Source: an optimization exercise on an open RTL-to-GDS flow (aim: small area, a short achievable clock period and few clock cycles per item). Production flows keep margins and buffers that such runs may drop. Function not checked in this run: the RTL went through the layout flow alone. Power and IR drop assume default switching activity.

$ cat design/flow/run.sh
#!/bin/bash
# synth_recipe.tcl (not shown) runs the flow's synth.tcl, then flattens the netlist and writes it again
# the make line also repeats each setting of config.mk as NAME=value (left out here)
make -C /OpenROAD-flow-scripts/flow DESIGN_CONFIG=/design/flow/config.mk WORK_HOME=/design/flow/orfs CLKGATE_MAP_FILE= SYNTH_SCRIPT=/design/flow/synth_recipe.tcl finish
$ cat design/flow/config.mk
export PLATFORM = sky130hd
export DESIGN_NAME = systolic_array_controller
export DESIGN_NICKNAME = systolic_array_controller
export VERILOG_FILES = /design/flow/design.v
export SDC_FILE = /design/flow/constraint.sdc
export NUM_CORES = 4
export LEC_CHECK = 0
export CAP_MARGIN = 20
export CORE_MARGIN = 2
export CORE_UTILIZATION = 40
export SLEW_MARGIN = 20
export SYNTH_HIERARCHICAL = 1
export SYNTH_MINIMUM_KEEP_SIZE = 0
$ cat design/flow/constraint.sdc
create_clock -name core_clock -period 5.0 [get_ports {clk}]
set_input_delay 1.0000 -clock core_clock [delete_from_list [all_inputs] [get_ports {clk}]]
set_output_delay 1.0000 -clock core_clock [all_outputs]
set_load 0.01 [all_outputs]
$ cat design/flow/design.v
`timescale 1ns / 1ps
module fa3 (input a, b, c, output s, co);
assign s  = a ^ b ^ c;
assign co = (a & b) | (a & c) | (b & c);
endmodule
module ha2 (input a, b, output s, co);
assign s  = a ^ b;
assign co = a & b;
endmodule
`timescale 1ns / 1ps
`timescale 1ns / 1ps
`timescale 1ns / 1ps
module systolic_array_controller (
	input clk,
	input rst_n,
	input [3:0] a11, a12, a21, a22,
	input [3:0] b11, b12, b21, b22,
	input in_valid,
	output logic [8:0] c11, c12, c21, c22,
	output logic out_valid
);
logic v_q;
always_ff @(posedge clk or negedge rst_n) begin
	if (~rst_n) {out_valid, v_q} <= 2'b00;
	else        {out_valid, v_q} <= {v_q, in_valid};
end
wire [17:0] c11_m; logic [17:0] c11_q;
assign c11_m[0] = (a11[0] & b11[0]);
assign c11_m[1] = (a12[0] & b21[0]);
assign c11_m[2] = (a12[1] & b21[0]);
wire c11_k0, c11_s1, c11_k1, c11_s2, c11_k2, c11_s4, c11_k4, c11_s5, c11_k5, c11_s8, c11_k8, c11_k9, c11_k11;
fa3 c11_u0 (.a((a11[0] & b11[1])), .b((a11[1] & b11[0])), .c((a12[0] & b21[1])), .s(c11_m[3]), .co(c11_k0));
fa3 c11_u1 (.a((a11[0] & b11[2])), .b((a11[1] & b11[1])), .c((a11[2] & b11[0])), .s(c11_s1), .co(c11_k1));
fa3 c11_u2 (.a((a12[0] & b21[2])), .b((a12[1] & b21[1])), .c((a12[2] & b21[0])), .s(c11_s2), .co(c11_k2));
fa3 c11_u3 (.a(c11_k0), .b(c11_s1), .c(c11_s2), .s(c11_m[4]), .co(c11_m[5]));
fa3 c11_u4 (.a((a11[0] & b11[3])), .b((a11[1] & b11[2])), .c((a11[2] & b11[1])), .s(c11_s4), .co(c11_k4));
fa3 c11_u5 (.a((a11[3] & b11[0])), .b((a12[0] & b21[3])), .c((a12[1] & b21[2])), .s(c11_s5), .co(c11_k5));
fa3 c11_u6 (.a((a12[2] & b21[1])), .b((a12[3] & b21[0])), .c(c11_k1), .s(c11_m[6]), .co(c11_m[9]));
fa3 c11_u7 (.a(c11_k2), .b(c11_s4), .c(c11_s5), .s(c11_m[7]), .co(c11_m[10]));
fa3 c11_u8 (.a((a11[1] & b11[3])), .b((a11[2] & b11[2])), .c((a11[3] & b11[1])), .s(c11_s8), .co(c11_k8));
fa3 c11_u9 (.a((a12[1] & b21[3])), .b((a12[2] & b21[2])), .c((a12[3] & b21[1])), .s(c11_m[8]), .co(c11_k9));
fa3 c11_u10 (.a(c11_k4), .b(c11_k5), .c(c11_s8), .s(c11_m[11]), .co(c11_m[13]));
fa3 c11_u11 (.a((a11[2] & b11[3])), .b((a11[3] & b11[2])), .c((a12[2] & b21[3])), .s(c11_m[12]), .co(c11_k11));
fa3 c11_u12 (.a((a12[3] & b21[2])), .b(c11_k8), .c(c11_k9), .s(c11_m[14]), .co(c11_m[15]));
fa3 c11_u13 (.a((a11[3] & b11[3])), .b((a12[3] & b21[3])), .c(c11_k11), .s(c11_m[16]), .co(c11_m[17]));
wire c11_d0, c11_d1, c11_d2, c11_d3, c11_d4, c11_d5, c11_d6, c11_d7, c11_d8;
wire c11_2k0, c11_2k1, c11_2k2, c11_2s3, c11_2k3, c11_2k4, c11_2s5, c11_2k5, c11_2s6, c11_2k6, c11_2k7, c11_2s8, c11_2k8, c11_2s9, c11_2k9, c11_2k10, c11_2s11, c11_2k11, c11_2k12;
ha2 c11_2u0 (.a(c11_q[0]), .b(c11_q[1]), .s(c11_d0), .co(c11_2k0));
fa3 c11_2u1 (.a(c11_q[2]), .b(c11_q[3]), .c(c11_2k0), .s(c11_d1), .co(c11_2k1));
ha2 c11_2u2 (.a(c11_q[4]), .b(c11_2k1), .s(c11_d2), .co(c11_2k2));
fa3 c11_2u3 (.a(c11_q[5]), .b(c11_q[6]), .c(c11_q[7]), .s(c11_2s3), .co(c11_2k3));
ha2 c11_2u4 (.a(c11_2s3), .b(c11_2k2), .s(c11_d3), .co(c11_2k4));
fa3 c11_2u5 (.a(c11_q[8]), .b(c11_q[9]), .c(c11_q[10]), .s(c11_2s5), .co(c11_2k5));
fa3 c11_2u6 (.a(c11_q[11]), .b(c11_2k3), .c(c11_2s5), .s(c11_2s6), .co(c11_2k6));
ha2 c11_2u7 (.a(c11_2s6), .b(c11_2k4), .s(c11_d4), .co(c11_2k7));
fa3 c11_2u8 (.a(c11_q[12]), .b(c11_q[13]), .c(c11_q[14]), .s(c11_2s8), .co(c11_2k8));
fa3 c11_2u9 (.a(c11_2k5), .b(c11_2s8), .c(c11_2k6), .s(c11_2s9), .co(c11_2k9));
ha2 c11_2u10 (.a(c11_2k7), .b(c11_2s9), .s(c11_d5), .co(c11_2k10));
fa3 c11_2u11 (.a(c11_q[15]), .b(c11_q[16]), .c(c11_2k8), .s(c11_2s11), .co(c11_2k11));
fa3 c11_2u12 (.a(c11_2s11), .b(c11_2k9), .c(c11_2k10), .s(c11_d6), .co(c11_2k12));
fa3 c11_2u13 (.a(c11_q[17]), .b(c11_2k11), .c(c11_2k12), .s(c11_d7), .co(c11_d8));
wire [17:0] c12_m; logic [17:0] c12_q;
assign c12_m[0] = (a11[0] & b12[0]);
assign c12_m[1] = (a12[0] & b22[0]);
assign c12_m[2] = (a12[1] & b22[0]);
wire c12_k0, c12_s1, c12_k1, c12_s2, c12_k2, c12_s4, c12_k4, c12_s5, c12_k5, c12_s8, c12_k8, c12_k9, c12_k11;
fa3 c12_u0 (.a((a11[0] & b12[1])), .b((a11[1] & b12[0])), .c((a12[0] & b22[1])), .s(c12_m[3]), .co(c12_k0));
fa3 c12_u1 (.a((a11[0] & b12[2])), .b((a11[1] & b12[1])), .c((a11[2] & b12[0])), .s(c12_s1), .co(c12_k1));
fa3 c12_u2 (.a((a12[0] & b22[2])), .b((a12[1] & b22[1])), .c((a12[2] & b22[0])), .s(c12_s2), .co(c12_k2));
fa3 c12_u3 (.a(c12_k0), .b(c12_s1), .c(c12_s2), .s(c12_m[4]), .co(c12_m[5]));
fa3 c12_u4 (.a((a11[0] & b12[3])), .b((a11[1] & b12[2])), .c((a11[2] & b12[1])), .s(c12_s4), .co(c12_k4));
fa3 c12_u5 (.a((a11[3] & b12[0])), .b((a12[0] & b22[3])), .c((a12[1] & b22[2])), .s(c12_s5), .co(c12_k5));
fa3 c12_u6 (.a((a12[2] & b22[1])), .b((a12[3] & b22[0])), .c(c12_k1), .s(c12_m[6]), .co(c12_m[9]));
fa3 c12_u7 (.a(c12_k2), .b(c12_s4), .c(c12_s5), .s(c12_m[7]), .co(c12_m[10]));
fa3 c12_u8 (.a((a11[1] & b12[3])), .b((a11[2] & b12[2])), .c((a11[3] & b12[1])), .s(c12_s8), .co(c12_k8));
fa3 c12_u9 (.a((a12[1] & b22[3])), .b((a12[2] & b22[2])), .c((a12[3] & b22[1])), .s(c12_m[8]), .co(c12_k9));
fa3 c12_u10 (.a(c12_k4), .b(c12_k5), .c(c12_s8), .s(c12_m[11]), .co(c12_m[13]));
fa3 c12_u11 (.a((a11[2] & b12[3])), .b((a11[3] & b12[2])), .c((a12[2] & b22[3])), .s(c12_m[12]), .co(c12_k11));
fa3 c12_u12 (.a((a12[3] & b22[2])), .b(c12_k8), .c(c12_k9), .s(c12_m[14]), .co(c12_m[15]));
fa3 c12_u13 (.a((a11[3] & b12[3])), .b((a12[3] & b22[3])), .c(c12_k11), .s(c12_m[16]), .co(c12_m[17]));
wire c12_d0, c12_d1, c12_d2, c12_d3, c12_d4, c12_d5, c12_d6, c12_d7, c12_d8;
wire c12_2k0, c12_2k1, c12_2k2, c12_2s3, c12_2k3, c12_2k4, c12_2s5, c12_2k5, c12_2s6, c12_2k6, c12_2k7, c12_2s8, c12_2k8, c12_2s9, c12_2k9, c12_2k10, c12_2s11, c12_2k11, c12_2k12;
ha2 c12_2u0 (.a(c12_q[0]), .b(c12_q[1]), .s(c12_d0), .co(c12_2k0));
fa3 c12_2u1 (.a(c12_q[2]), .b(c12_q[3]), .c(c12_2k0), .s(c12_d1), .co(c12_2k1));
ha2 c12_2u2 (.a(c12_q[4]), .b(c12_2k1), .s(c12_d2), .co(c12_2k2));
fa3 c12_2u3 (.a(c12_q[5]), .b(c12_q[6]), .c(c12_q[7]), .s(c12_2s3), .co(c12_2k3));
ha2 c12_2u4 (.a(c12_2s3), .b(c12_2k2), .s(c12_d3), .co(c12_2k4));
fa3 c12_2u5 (.a(c12_q[8]), .b(c12_q[9]), .c(c12_q[10]), .s(c12_2s5), .co(c12_2k5));
fa3 c12_2u6 (.a(c12_q[11]), .b(c12_2k3), .c(c12_2s5), .s(c12_2s6), .co(c12_2k6));
ha2 c12_2u7 (.a(c12_2s6), .b(c12_2k4), .s(c12_d4), .co(c12_2k7));
fa3 c12_2u8 (.a(c12_q[12]), .b(c12_q[13]), .c(c12_q[14]), .s(c12_2s8), .co(c12_2k8));
fa3 c12_2u9 (.a(c12_2k5), .b(c12_2s8), .c(c12_2k6), .s(c12_2s9), .co(c12_2k9));
ha2 c12_2u10 (.a(c12_2k7), .b(c12_2s9), .s(c12_d5), .co(c12_2k10));
fa3 c12_2u11 (.a(c12_q[15]), .b(c12_q[16]), .c(c12_2k8), .s(c12_2s11), .co(c12_2k11));
fa3 c12_2u12 (.a(c12_2s11), .b(c12_2k9), .c(c12_2k10), .s(c12_d6), .co(c12_2k12));
fa3 c12_2u13 (.a(c12_q[17]), .b(c12_2k11), .c(c12_2k12), .s(c12_d7), .co(c12_d8));
wire [17:0] c21_m; logic [17:0] c21_q;
assign c21_m[0] = (a21[0] & b11[0]);
assign c21_m[1] = (a22[0] & b21[0]);
assign c21_m[2] = (a22[1] & b21[0]);
wire c21_k0, c21_s1, c21_k1, c21_s2, c21_k2, c21_s4, c21_k4, c21_s5, c21_k5, c21_s8, c21_k8, c21_k9, c21_k11;
fa3 c21_u0 (.a((a21[0] & b11[1])), .b((a21[1] & b11[0])), .c((a22[0] & b21[1])), .s(c21_m[3]), .co(c21_k0));
fa3 c21_u1 (.a((a21[0] & b11[2])), .b((a21[1] & b11[1])), .c((a21[2] & b11[0])), .s(c21_s1), .co(c21_k1));
fa3 c21_u2 (.a((a22[0] & b21[2])), .b((a22[1] & b21[1])), .c((a22[2] & b21[0])), .s(c21_s2), .co(c21_k2));
fa3 c21_u3 (.a(c21_k0), .b(c21_s1), .c(c21_s2), .s(c21_m[4]), .co(c21_m[5]));
fa3 c21_u4 (.a((a21[0] & b11[3])), .b((a21[1] & b11[2])), .c((a21[2] & b11[1])), .s(c21_s4), .co(c21_k4));
fa3 c21_u5 (.a((a21[3] & b11[0])), .b((a22[0] & b21[3])), .c((a22[1] & b21[2])), .s(c21_s5), .co(c21_k5));
fa3 c21_u6 (.a((a22[2] & b21[1])), .b((a22[3] & b21[0])), .c(c21_k1), .s(c21_m[6]), .co(c21_m[9]));
fa3 c21_u7 (.a(c21_k2), .b(c21_s4), .c(c21_s5), .s(c21_m[7]), .co(c21_m[10]));
fa3 c21_u8 (.a((a21[1] & b11[3])), .b((a21[2] & b11[2])), .c((a21[3] & b11[1])), .s(c21_s8), .co(c21_k8));
fa3 c21_u9 (.a((a22[1] & b21[3])), .b((a22[2] & b21[2])), .c((a22[3] & b21[1])), .s(c21_m[8]), .co(c21_k9));
fa3 c21_u10 (.a(c21_k4), .b(c21_k5), .c(c21_s8), .s(c21_m[11]), .co(c21_m[13]));
fa3 c21_u11 (.a((a21[2] & b11[3])), .b((a21[3] & b11[2])), .c((a22[2] & b21[3])), .s(c21_m[12]), .co(c21_k11));
fa3 c21_u12 (.a((a22[3] & b21[2])), .b(c21_k8), .c(c21_k9), .s(c21_m[14]), .co(c21_m[15]));
fa3 c21_u13 (.a((a21[3] & b11[3])), .b((a22[3] & b21[3])), .c(c21_k11), .s(c21_m[16]), .co(c21_m[17]));
wire c21_d0, c21_d1, c21_d2, c21_d3, c21_d4, c21_d5, c21_d6, c21_d7, c21_d8;
wire c21_2k0, c21_2k1, c21_2k2, c21_2s3, c21_2k3, c21_2k4, c21_2s5, c21_2k5, c21_2s6, c21_2k6, c21_2k7, c21_2s8, c21_2k8, c21_2s9, c21_2k9, c21_2k10, c21_2s11, c21_2k11, c21_2k12;
ha2 c21_2u0 (.a(c21_q[0]), .b(c21_q[1]), .s(c21_d0), .co(c21_2k0));
fa3 c21_2u1 (.a(c21_q[2]), .b(c21_q[3]), .c(c21_2k0), .s(c21_d1), .co(c21_2k1));
ha2 c21_2u2 (.a(c21_q[4]), .b(c21_2k1), .s(c21_d2), .co(c21_2k2));
fa3 c21_2u3 (.a(c21_q[5]), .b(c21_q[6]), .c(c21_q[7]), .s(c21_2s3), .co(c21_2k3));
ha2 c21_2u4 (.a(c21_2s3), .b(c21_2k2), .s(c21_d3), .co(c21_2k4));
fa3 c21_2u5 (.a(c21_q[8]), .b(c21_q[9]), .c(c21_q[10]), .s(c21_2s5), .co(c21_2k5));
fa3 c21_2u6 (.a(c21_q[11]), .b(c21_2k3), .c(c21_2s5), .s(c21_2s6), .co(c21_2k6));
ha2 c21_2u7 (.a(c21_2s6), .b(c21_2k4), .s(c21_d4), .co(c21_2k7));
fa3 c21_2u8 (.a(c21_q[12]), .b(c21_q[13]), .c(c21_q[14]), .s(c21_2s8), .co(c21_2k8));
fa3 c21_2u9 (.a(c21_2k5), .b(c21_2s8), .c(c21_2k6), .s(c21_2s9), .co(c21_2k9));
ha2 c21_2u10 (.a(c21_2k7), .b(c21_2s9), .s(c21_d5), .co(c21_2k10));
fa3 c21_2u11 (.a(c21_q[15]), .b(c21_q[16]), .c(c21_2k8), .s(c21_2s11), .co(c21_2k11));
fa3 c21_2u12 (.a(c21_2s11), .b(c21_2k9), .c(c21_2k10), .s(c21_d6), .co(c21_2k12));
fa3 c21_2u13 (.a(c21_q[17]), .b(c21_2k11), .c(c21_2k12), .s(c21_d7), .co(c21_d8));
wire [17:0] c22_m; logic [17:0] c22_q;
assign c22_m[0] = (a21[0] & b12[0]);
assign c22_m[1] = (a22[0] & b22[0]);
assign c22_m[2] = (a22[1] & b22[0]);
wire c22_k0, c22_s1, c22_k1, c22_s2, c22_k2, c22_s4, c22_k4, c22_s5, c22_k5, c22_s8, c22_k8, c22_k9, c22_k11;
fa3 c22_u0 (.a((a21[0] & b12[1])), .b((a21[1] & b12[0])), .c((a22[0] & b22[1])), .s(c22_m[3]), .co(c22_k0));
fa3 c22_u1 (.a((a21[0] & b12[2])), .b((a21[1] & b12[1])), .c((a21[2] & b12[0])), .s(c22_s1), .co(c22_k1));
fa3 c22_u2 (.a((a22[0] & b22[2])), .b((a22[1] & b22[1])), .c((a22[2] & b22[0])), .s(c22_s2), .co(c22_k2));
fa3 c22_u3 (.a(c22_k0), .b(c22_s1), .c(c22_s2), .s(c22_m[4]), .co(c22_m[5]));
fa3 c22_u4 (.a((a21[0] & b12[3])), .b((a21[1] & b12[2])), .c((a21[2] & b12[1])), .s(c22_s4), .co(c22_k4));
fa3 c22_u5 (.a((a21[3] & b12[0])), .b((a22[0] & b22[3])), .c((a22[1] & b22[2])), .s(c22_s5), .co(c22_k5));
fa3 c22_u6 (.a((a22[2] & b22[1])), .b((a22[3] & b22[0])), .c(c22_k1), .s(c22_m[6]), .co(c22_m[9]));
fa3 c22_u7 (.a(c22_k2), .b(c22_s4), .c(c22_s5), .s(c22_m[7]), .co(c22_m[10]));
fa3 c22_u8 (.a((a21[1] & b12[3])), .b((a21[2] & b12[2])), .c((a21[3] & b12[1])), .s(c22_s8), .co(c22_k8));
fa3 c22_u9 (.a((a22[1] & b22[3])), .b((a22[2] & b22[2])), .c((a22[3] & b22[1])), .s(c22_m[8]), .co(c22_k9));
fa3 c22_u10 (.a(c22_k4), .b(c22_k5), .c(c22_s8), .s(c22_m[11]), .co(c22_m[13]));
fa3 c22_u11 (.a((a21[2] & b12[3])), .b((a21[3] & b12[2])), .c((a22[2] & b22[3])), .s(c22_m[12]), .co(c22_k11));
fa3 c22_u12 (.a((a22[3] & b22[2])), .b(c22_k8), .c(c22_k9), .s(c22_m[14]), .co(c22_m[15]));
fa3 c22_u13 (.a((a21[3] & b12[3])), .b((a22[3] & b22[3])), .c(c22_k11), .s(c22_m[16]), .co(c22_m[17]));
wire c22_d0, c22_d1, c22_d2, c22_d3, c22_d4, c22_d5, c22_d6, c22_d7, c22_d8;
wire c22_2k0, c22_2k1, c22_2k2, c22_2s3, c22_2k3, c22_2k4, c22_2s5, c22_2k5, c22_2s6, c22_2k6, c22_2k7, c22_2s8, c22_2k8, c22_2s9, c22_2k9, c22_2k10, c22_2s11, c22_2k11, c22_2k12;
ha2 c22_2u0 (.a(c22_q[0]), .b(c22_q[1]), .s(c22_d0), .co(c22_2k0));
fa3 c22_2u1 (.a(c22_q[2]), .b(c22_q[3]), .c(c22_2k0), .s(c22_d1), .co(c22_2k1));
ha2 c22_2u2 (.a(c22_q[4]), .b(c22_2k1), .s(c22_d2), .co(c22_2k2));
fa3 c22_2u3 (.a(c22_q[5]), .b(c22_q[6]), .c(c22_q[7]), .s(c22_2s3), .co(c22_2k3));
ha2 c22_2u4 (.a(c22_2s3), .b(c22_2k2), .s(c22_d3), .co(c22_2k4));
fa3 c22_2u5 (.a(c22_q[8]), .b(c22_q[9]), .c(c22_q[10]), .s(c22_2s5), .co(c22_2k5));
fa3 c22_2u6 (.a(c22_q[11]), .b(c22_2k3), .c(c22_2s5), .s(c22_2s6), .co(c22_2k6));
ha2 c22_2u7 (.a(c22_2s6), .b(c22_2k4), .s(c22_d4), .co(c22_2k7));
fa3 c22_2u8 (.a(c22_q[12]), .b(c22_q[13]), .c(c22_q[14]), .s(c22_2s8), .co(c22_2k8));
fa3 c22_2u9 (.a(c22_2k5), .b(c22_2s8), .c(c22_2k6), .s(c22_2s9), .co(c22_2k9));
ha2 c22_2u10 (.a(c22_2k7), .b(c22_2s9), .s(c22_d5), .co(c22_2k10));
fa3 c22_2u11 (.a(c22_q[15]), .b(c22_q[16]), .c(c22_2k8), .s(c22_2s11), .co(c22_2k11));
fa3 c22_2u12 (.a(c22_2s11), .b(c22_2k9), .c(c22_2k10), .s(c22_d6), .co(c22_2k12));
fa3 c22_2u13 (.a(c22_q[17]), .b(c22_2k11), .c(c22_2k12), .s(c22_d7), .co(c22_d8));
always_ff @(posedge clk) begin
	c11_q <= c11_m;
	c11 <= {c11_d8, c11_d7, c11_d6, c11_d5, c11_d4, c11_d3, c11_d2, c11_d1, c11_d0};
	c12_q <= c12_m;
	c12 <= {c12_d8, c12_d7, c12_d6, c12_d5, c12_d4, c12_d3, c12_d2, c12_d1, c12_d0};
	c21_q <= c21_m;
	c21 <= {c21_d8, c21_d7, c21_d6, c21_d5, c21_d4, c21_d3, c21_d2, c21_d1, c21_d0};
	c22_q <= c22_m;
	c22 <= {c22_d8, c22_d7, c22_d6, c22_d5, c22_d4, c22_d3, c22_d2, c22_d1, c22_d0};
end
endmodule
==> metrics.cfg <==
[place]
port_buffers=71
dpl.hpwl_um=7030
gp_congestion=0.756
dp_slack_ns=2.05
placed_cells=593

[logic_synthesis]
synth_fp_nets=497
ys_types=5
ys_seq_elements=110
syn_area_per_cell_um2=14.6
synth.yosys.seq_area_share_pct=43.3
syn_inst=350
yosysWarnings=7
synthesis.area_um2=5100

[die]
core-area_um2=12500
pin_count=72
die_area_um2=13700
dieHeight_um=117
rows=41
start_util_pct=40.8
die_x_um=117

[grt]
antenna_found_initial=0
gr-total-overflow=0
track_usage_pct=14.6
grt_max_degree=17
grt_pass1_wl_um=14800
grt_pass1_vias=3137

[finish]
antenna_cells=0
layout_common_cells=128 x and2_1, 108 x dfxtp_1, 92 x fa_1
fillCellCount=1139
stdcell_count=608
finish.utilization_pct=50.4
layout_commonest_cell=and2_1
drive_gt1_share_pct=2.98
fin_nets=579
area_delta_synth_final_pct=23.6

[setup_path]
crit_type=flip-flop to flip-flop
path_cells=fa_1 > fa_1 > fa_1 > ha_1 > fa_1 > fa_1
r2r-end=c21[7]
slowest_delay_ns=0.49
crit_arrival_ns=3.02
cp_slowest_cell=fa_1
timing.rr.start=c21_q[8]
cp_max_fo=1
r2r_slack_ns=2.20
worstSetupStartpointType=flip-flop
crit_top_cell=fa_1
timing.critical_path.to=c21[7]
critPathLaunch=c21_q[8]
reg2reg_depth=6
cp.required_ns=5.22
end_kind=flip-flop

[detailed_routing]
drt_iter0_markers=57
wl_met2_um=4320
wl_um=8550
highest_layer=met4
met1Wirelength_um=3640
vias_per_cell=4.43
first_pass_iters=4
wl_per_cell_um=14.1
ant_nets=0
wl_met3_um=487
vias=2693
route.detailed.drc=0

[sta]
min_period_ns=2.80
worst_pin_slew_ns=0.324
rsz0062_at_grt=false
skew_ns=0.00691
setup-violations-final=0
drv_slew=0
period_share_pct=56.1
fmax_ghz=0.357
hold_ws_ns=0.364
fin_ws_ns=2.20
tns_ns=0
slew_headroom_pct=78.3
final_hold_viol_count=0

[clock_network]
clkTransAtPathRegs_ns=0.06
cts_setup_buffers=0
ctsLongestPathBuffers=2
htree_num_levels=3
post_cts_resized=0
numCtsBuffers=9
clkSinkCount=110
clock_latency_ns=0.34
hold_buffers=0
cts_tree=done
clockRootBuffer=clkbuf_16

[min_path]
hold_path.class=flip-flop to flip-flop
min_from=v_q

[run]
max_cap_violations=0

[pwr]
power.density_nw_per_um2=403
p_leak_nw=2.71
vdd_drop_max_mv=0.225

[status]
status=timing/DRC/antenna clean

[metrics by stage]
step | power [mW] | area, um2
2_1_floorplan | 1.55 | 5100
3_3_place_gp | 1.92 | 6030
3_5_place_dp | 1.93 | 6030
4_1_cts | 2.61 | 6310
5_1_grt | 2.76 | 6310
6_report | 2.54 | 6310
[layer usage]
layer | GRT usage (%) | up-vias
met4 | 4.00 | 0
met3 | 4.33 | 10
li1 | - | 1240
met5 | 0 | -
met2 | 25.4 | 59
met1 | 17.8 | 1384
[cell families (layout without fill, tap and decap cells)]
| family | count (synthesis) | count (layout) | share of synthesized area [%] |
|---|---|---|---|
| fa+ha+maj | 112 | 112 | 41.0 |
| buf+inv | 0 | 86 | 0 |
| flops | 110 | 110 | 43.3 |
| simple gates | 128 | 128 | 15.7 |
[flip-flops by register name, summed over array words and instances, names as in the netlist]
register / cells
c12_q: 18
c11_q: 18
c22: 9
out_valid: 1
c22_q: 18
v_q: 1
c21: 9
c12: 9
c21_q: 18
c11: 9
[modules after synthesis, one instance, submodules excluded]
module,cells,copies in the design
fa3,1,92
systolic_array_controller,238,1
ha2,1,20
[where the power goes]
| part | switching [mW] | total [mW] | internal [mW] |
|---|---|---|---|
| clock network | 0.285 | 0.660 | 0.375 |
| logic | 0.313 | 0.718 | 0.406 |
| registers | 0.0732 | 1.16 | 1.09 |
| total | 0.671 | 2.54 | 1.87 |
[how the worst min path moves through the flow]
stage / endpoint / slack, ns / depth (start not counted)
after floorplan: out_valid / 0.33 / 0
after global placement: out_valid / 0.34 / 0
after global routing: out_valid / 0.37 / 0
after CTS: out_valid / 0.37 / 0
after detailed placement: out_valid / 0.35 / 0
final: out_valid / 0.36 / 0
[synth_stat cells (all sizes together)]
cell type	count	share of area [%]
fa	92	36
dfxtp	108	42
dfrtp	2	0.98
ha	20	4.9
and2	128	16
[area by class of cell]
class                   count  area, um2  area share, %
repair buffers             71        711           11.3
clock buffers              14        274           4.34
well taps                 172        215           3.41
clock inverters             1       5.00         0.0793
multi-input cells         240       2890           45.8
flip-flops and latches    110       2210           35.1
[worst max-delay path, delay by kind of cell (launching register included)]
kind,cells,cell delay (ns)
adders and majority gates,6,2.36
DFF,1,0.32

[port drivers added, routing unchanged]
The results above use ideal ports. As a check the final layout listed here was re-extracted and re-timed, cells and wires unchanged.
Step 1: set_driving_cell puts a clkbuf_16 on clk and a buf_2 on each other input, an assumption about the parent block.
Step 2 times the ports against the registers' clock, not the clock port: input delays grow and output delays shrink by t, the midpoint of the rising clock arrivals with the driver on.
Three values: no drivers, after step 1, after step 2; two values: the first two.
t (ns): 0.376
slack for setup (ns): 2.196 / 2.196 / 2.029
worst setup path after step 2: input to register
worst register clock-pin slew, ns: 0.07 / 0.07
worst slew at a driven data input, ns: 0.06
After both steps setup and hold are still met in this run. For this run, drivers alone change the setup slack by 0.000 ns; drivers and shift together by -0.167 ns.
